Background: an optimization exercise with open tools, aiming at small area, a short achievable clock period and few clock cycles per item. Do not read the settings as production practice.
Where RTL was checked, it was by simulation tests only, not by an equivalence proof against the original.

## main
==> module pipelined_div_radix2, before the edit <==
module pipelined_div_radix2 #(
		parameter COMB_BUSY = 0
	)(
		input wire iCLOCK,
		input wire inRESET,
		input wire iREMOVE,
		output wire oSOURCE_BUSY,
		input wire iSOURCE_VALID,
		input wire iSOURCE_SIGN,
		input wire [31:0] iSOURCE_DIVIDEND,
		input wire [31:0] iSOURCE_DIVISOR,
		input wire iOUT_BUSY,
		output wire oOUT_VALID,
		output wire [31:0] oOUT_DATA_Q,
		output wire [31:0] oOUT_DATA_R
	);
	localparam [2:0] PH_FIRST = 3'd0;
	localparam [2:0] PH_ITER  = 3'd1;
	localparam [2:0] PH_NEG1  = 3'd2;
	localparam [2:0] PH_NEG2  = 3'd3;
	localparam [2:0] PH_PSUB  = 3'd4;
	reg b_run;
	reg b_valid;
	reg [2:0] b_ph;
	reg b_post;			 
	reg b_an;			 
	reg b_bn;			 
	reg b_cin;			 
	reg [5:0] b_sa;		 
	reg [5:0] b_cnt;	 
	reg [31:0] b_r;		 
	reg [31:0] b_y;		 
	reg [31:0] b_q;		 
	wire accept = iSOURCE_VALID && !oSOURCE_BUSY && !iREMOVE;
	wire src_an = iSOURCE_SIGN && iSOURCE_DIVIDEND[31];
	wire src_bn = iSOURCE_SIGN && iSOURCE_DIVISOR[31];
	function [5:0] func_clz;
		input [31:0] v;
		integer i;
		begin
			func_clz = 6'd32;
			for(i = 0; i < 32; i = i + 1)begin
				if(v[i])begin
					func_clz = 6'd31 - i[5:0];
				end
			end
		end
	endfunction
	wire qn = b_an ^ b_bn;
	wire [6:0] first_d = {1'b0, b_cnt} - {1'b0, b_sa};
	wire first_skip = first_d[6];
	wire [4:0] first_j = first_d[5]? 5'd31 : first_d[4:0];
	wire first_bz = (b_cnt == 6'd32) && !b_bn;
	wire ph_first = (b_ph == PH_FIRST);
	wire ph_iter = (b_ph == PH_ITER);
	wire amt_zero = qn && (ph_first || (b_ph == PH_NEG2));
	wire [4:0] sh_amt = amt_zero? 5'd0 : (ph_first? first_j : b_cnt[4:0]);
	wire [31:0] sh_y = (b_q << sh_amt) ^ {32{!b_bn}};
	wire [32:0] add_s = {1'b0, b_r} + {1'b0, b_y} + {32'd0, b_cin};
	wire step_ok = add_s[32];
	wire last_iter = (b_cnt == 6'd0);
	reg fin;
	always@* begin
		case(b_ph)
			PH_FIRST : fin = first_bz || first_skip;
			PH_ITER  : fin = last_iter && !b_an;
			PH_NEG2  : fin = b_post;
			PH_PSUB  : fin = !step_ok && !b_an;
			default  : fin = 1'b0;
		endcase
	end
	generate
		if(COMB_BUSY)begin : GEN_COMB_BUSY
			assign oSOURCE_BUSY = b_run || (b_valid && iOUT_BUSY);
		end
		else begin : GEN_REG_BUSY
			assign oSOURCE_BUSY = b_run || b_valid;
		end
	endgenerate
	always@(posedge iCLOCK or negedge inRESET)begin
		if(!inRESET)begin
			b_run <= 1'b0;
			b_valid <= 1'b0;
		end
		else if(iREMOVE)begin
			b_run <= 1'b0;
			b_valid <= 1'b0;
		end
		else if(accept)begin
			b_run <= 1'b1;
			b_valid <= 1'b0;
		end
		else if(b_run)begin
			if(fin)begin
				b_run <= 1'b0;
				b_valid <= 1'b1;
			end
		end
		else if(!iOUT_BUSY)begin
			b_valid <= 1'b0;
		end
	end
	always@(posedge iCLOCK)begin
		if(accept)begin
			b_ph <= PH_FIRST;
			b_post <= 1'b0;
			b_an <= src_an;
			b_bn <= src_bn;
			b_sa <= src_an? 6'd0 : func_clz(iSOURCE_DIVIDEND);
			b_cnt <= func_clz(iSOURCE_DIVISOR ^ {32{src_bn}});
			b_r <= iSOURCE_DIVIDEND;
			b_q <= iSOURCE_DIVISOR;
		end
		else if(b_run)begin
			case(b_ph)
				PH_FIRST : begin
					b_cnt <= {1'b0, first_j};
					b_y <= sh_y;
					b_cin <= !b_bn;
					if(first_bz)begin
						b_q <= {{31{!b_an}}, 1'b1};
					end
					else if(first_skip)begin
						b_q <= 32'd0;
					end
					else if(b_an)begin
						b_y <= ~b_r;
						b_cin <= 1'b1;
						b_r <= 32'd0;
						b_ph <= PH_NEG2;
					end
					else if(qn)begin
						b_ph <= PH_PSUB;
					end
					else begin
						b_q <= 32'd0;
						b_ph <= PH_ITER;
					end
				end
				PH_NEG1 : begin
					b_y <= ~b_r;
					b_cin <= 1'b1;
					b_r <= 32'd0;
					b_ph <= PH_NEG2;
				end
				PH_NEG2 : begin
					b_r <= add_s[31:0];
					b_y <= sh_y;
					b_cin <= !b_bn;
					if(b_post)begin
						b_ph <= PH_NEG2;
					end
					else if(qn)begin
						b_ph <= PH_PSUB;
					end
					else begin
						b_q <= 32'd0;
						b_ph <= PH_ITER;
					end
				end
				PH_PSUB : begin
					b_y <= sh_y;
					if(step_ok)begin
						b_r <= add_s[31:0];
						b_q <= 32'hFFFFFFFF;
						b_ph <= PH_ITER;
					end
					else begin
						b_q <= 32'd0;
						b_post <= 1'b1;
						b_ph <= PH_NEG1;
					end
				end
				default : begin
					b_cnt <= b_cnt - 6'd1;
					b_y <= {1'b1, b_y[31:1]};
					b_q <= {b_q[30:0], step_ok ^ qn};
					if(step_ok)begin
						b_r <= add_s[31:0];
					end
					if(last_iter)begin
						b_post <= 1'b1;
						b_ph <= PH_NEG1;
					end
				end
			endcase
		end
	end
	assign oOUT_VALID = b_valid;
	assign oOUT_DATA_Q = b_q;
	assign oOUT_DATA_R = b_r;
endmodule
export LEC_CHECK = 0
export CAP_MARGIN = 20
export CORE_MARGIN = 2
export CORE_UTILIZATION = 40
export SLEW_MARGIN = 20
create_clock -name core_clock -period 10.0 [get_ports {iCLOCK}]
standard.sh (not shown) runs the stock make flow with config.mk's settings and CLKGATE_MAP_FILE= SYNTH_SCRIPT=/design/flow/synth_recipe.tcl, a recipe that flattens the netlist after the stock synthesis.
==> flow/flow/run.sh <==
#!/bin/bash
cp standard.sh standard_sh.txt
export SETUP_SLACK_MARGIN=6.6
bash standard.sh > standard.log 2>&1
main closes out successfully: all stages finished, all timing, DRC and antenna checks passed.
> inputs changed (main -> the feature branch)
diff --git a/flow/design.v b/flow/design.v
--- a/flow/design.v
+++ b/flow/design.v
@@ -22,10 +22,11 @@
 	localparam [2:0] PH_FIRST = 3'd0;
 	localparam [2:0] PH_ITER  = 3'd1;
 	localparam [2:0] PH_NEG1  = 3'd2;
 	localparam [2:0] PH_NEG2  = 3'd3;
 	localparam [2:0] PH_PSUB  = 3'd4;
+	localparam [2:0] PH_ZERO  = 3'd5;
 	reg b_run;
 	reg b_valid;
 	reg [2:0] b_ph;
 	reg b_post;			 
 	reg b_an;			 
@@ -50,13 +51,13 @@
 				end
 			end
 		end
 	endfunction
 	wire qn = b_an ^ b_bn;
-	wire [6:0] first_d = {1'b0, b_cnt} - {1'b0, b_sa};
-	wire first_skip = first_d[6];
-	wire [4:0] first_j = first_d[5]? 5'd31 : first_d[4:0];
+	wire [5:0] first_d = b_cnt - b_sa;
+	wire first_skip = first_d[5];
+	wire [4:0] first_j = first_d[4:0];
 	wire first_bz = (b_cnt == 6'd32) && !b_bn;
 	wire ph_first = (b_ph == PH_FIRST);
 	wire ph_iter = (b_ph == PH_ITER);
 	wire amt_zero = qn && (ph_first || (b_ph == PH_NEG2));
 	wire [4:0] sh_amt = amt_zero? 5'd0 : (ph_first? first_j : b_cnt[4:0]);
@@ -68,11 +69,11 @@
 	always@* begin
 		case(b_ph)
 			PH_FIRST : fin = first_bz || first_skip;
 			PH_ITER  : fin = last_iter && !b_an;
 			PH_NEG2  : fin = b_post;
-			PH_PSUB  : fin = !step_ok && !b_an;
+			PH_ZERO  : fin = !b_an;
 			default  : fin = 1'b0;
 		endcase
 	end
 	generate
 		if(COMB_BUSY)begin : GEN_COMB_BUSY
@@ -102,36 +103,42 @@
 			end
 		end
 		else if(!iOUT_BUSY)begin
 			b_valid <= 1'b0;
 		end
+	end
+	always@(posedge iCLOCK)begin
+		b_sa <= func_clz(iSOURCE_DIVIDEND);
+		case(b_ph)
+			PH_FIRST : b_y <= b_an? ~b_r : sh_y;
+			PH_NEG1  : b_y <= ~b_r;
+			PH_ITER  : b_y <= {1'b1, b_y[31:1]};
+			default  : b_y <= sh_y;
+		endcase
 	end
 	always@(posedge iCLOCK)begin
 		if(accept)begin
 			b_ph <= PH_FIRST;
 			b_post <= 1'b0;
 			b_an <= src_an;
 			b_bn <= src_bn;
-			b_sa <= src_an? 6'd0 : func_clz(iSOURCE_DIVIDEND);
-			b_cnt <= func_clz(iSOURCE_DIVISOR ^ {32{src_bn}});
+			b_cnt <= func_clz((iSOURCE_DIVISOR ^ {32{src_bn}}) | {31'd0, src_bn});
 			b_r <= iSOURCE_DIVIDEND;
 			b_q <= iSOURCE_DIVISOR;
 		end
 		else if(b_run)begin
 			case(b_ph)
 				PH_FIRST : begin
 					b_cnt <= {1'b0, first_j};
-					b_y <= sh_y;
 					b_cin <= !b_bn;
 					if(first_bz)begin
 						b_q <= {{31{!b_an}}, 1'b1};
 					end
 					else if(first_skip)begin
 						b_q <= 32'd0;
 					end
 					else if(b_an)begin
-						b_y <= ~b_r;
 						b_cin <= 1'b1;
 						b_r <= 32'd0;
 						b_ph <= PH_NEG2;
 					end
 					else if(qn)begin
@@ -141,18 +148,16 @@
 						b_q <= 32'd0;
 						b_ph <= PH_ITER;
 					end
 				end
 				PH_NEG1 : begin
-					b_y <= ~b_r;
 					b_cin <= 1'b1;
 					b_r <= 32'd0;
 					b_ph <= PH_NEG2;
 				end
 				PH_NEG2 : begin
 					b_r <= add_s[31:0];
-					b_y <= sh_y;
 					b_cin <= !b_bn;
 					if(b_post)begin
 						b_ph <= PH_NEG2;
 					end
 					else if(qn)begin
@@ -162,25 +167,26 @@
 						b_q <= 32'd0;
 						b_ph <= PH_ITER;
 					end
 				end
 				PH_PSUB : begin
-					b_y <= sh_y;
+					b_q <= 32'hFFFFFFFF;
 					if(step_ok)begin
 						b_r <= add_s[31:0];
-						b_q <= 32'hFFFFFFFF;
 						b_ph <= PH_ITER;
 					end
 					else begin
-						b_q <= 32'd0;
-						b_post <= 1'b1;
-						b_ph <= PH_NEG1;
-					end
+						b_ph <= PH_ZERO;
+					end
+				end
+				PH_ZERO : begin
+					b_q <= 32'd0;
+					b_post <= 1'b1;
+					b_ph <= PH_NEG1;
 				end
 				default : begin
 					b_cnt <= b_cnt - 6'd1;
-					b_y <= {1'b1, b_y[31:1]};
 					b_q <= {b_q[30:0], step_ok ^ qn};
 					if(step_ok)begin
 						b_r <= add_s[31:0];
 					end
 					if(last_iter)begin
==> run notes <==
- Post-synthesis mux area share ended up 0.70 points lower on the feature branch than on main.
- Area fraction in compound gates after synthesis in the feature branch is 5.7 points above main.
- Compared with main, the router placed fewer vias in the feature branch.
- Per the final summary, the feature branch finished and its layout is clean on timing, DRC and antenna.
- Compared with main, number of enable-type register cells in the synthesized netlist in the feature branch decreased by more than a quarter.
- Changes observed in the feature branch relative to main: setup slack higher; final worst hold slack has decreased.
Testbench counts of the feature branch, summed over its fixed seeds: cycles 33,050, items 2,048.
For main, only the layout was checked, not whether the RTL still works.

==> separate check: timing with driven ports <==
How much do the figures lean on ideal ports? The routed layouts below were timed once more, with nothing changed but the port constraints. Step 1: set_driving_cell puts a clkbuf_16 on iCLOCK and a buf_2 on each other input, an assumption about the parent block. Step 2 also shifts input and output timing later by t, the mid clock arrival at the registers, as if the neighbouring blocks saw the same clock. Slacks: ideal / step 1 / step 2; pairs: ideal / step 1.
run | t (ns) | setup WS [ns] | worst setup path after step 2 | cell pins on the clock port's net
main | 0.476 | 6.092 / 6.092 / 5.793 | input to register | 1
the feature branch | 0.473 | 6.371 / 6.371 / 6.186 | input to register | 1
After both steps setup and hold are still met in every run listed. The setup slack of main, which loses most, moves by 0.000 ns with the drivers and by -0.299 ns with both steps.
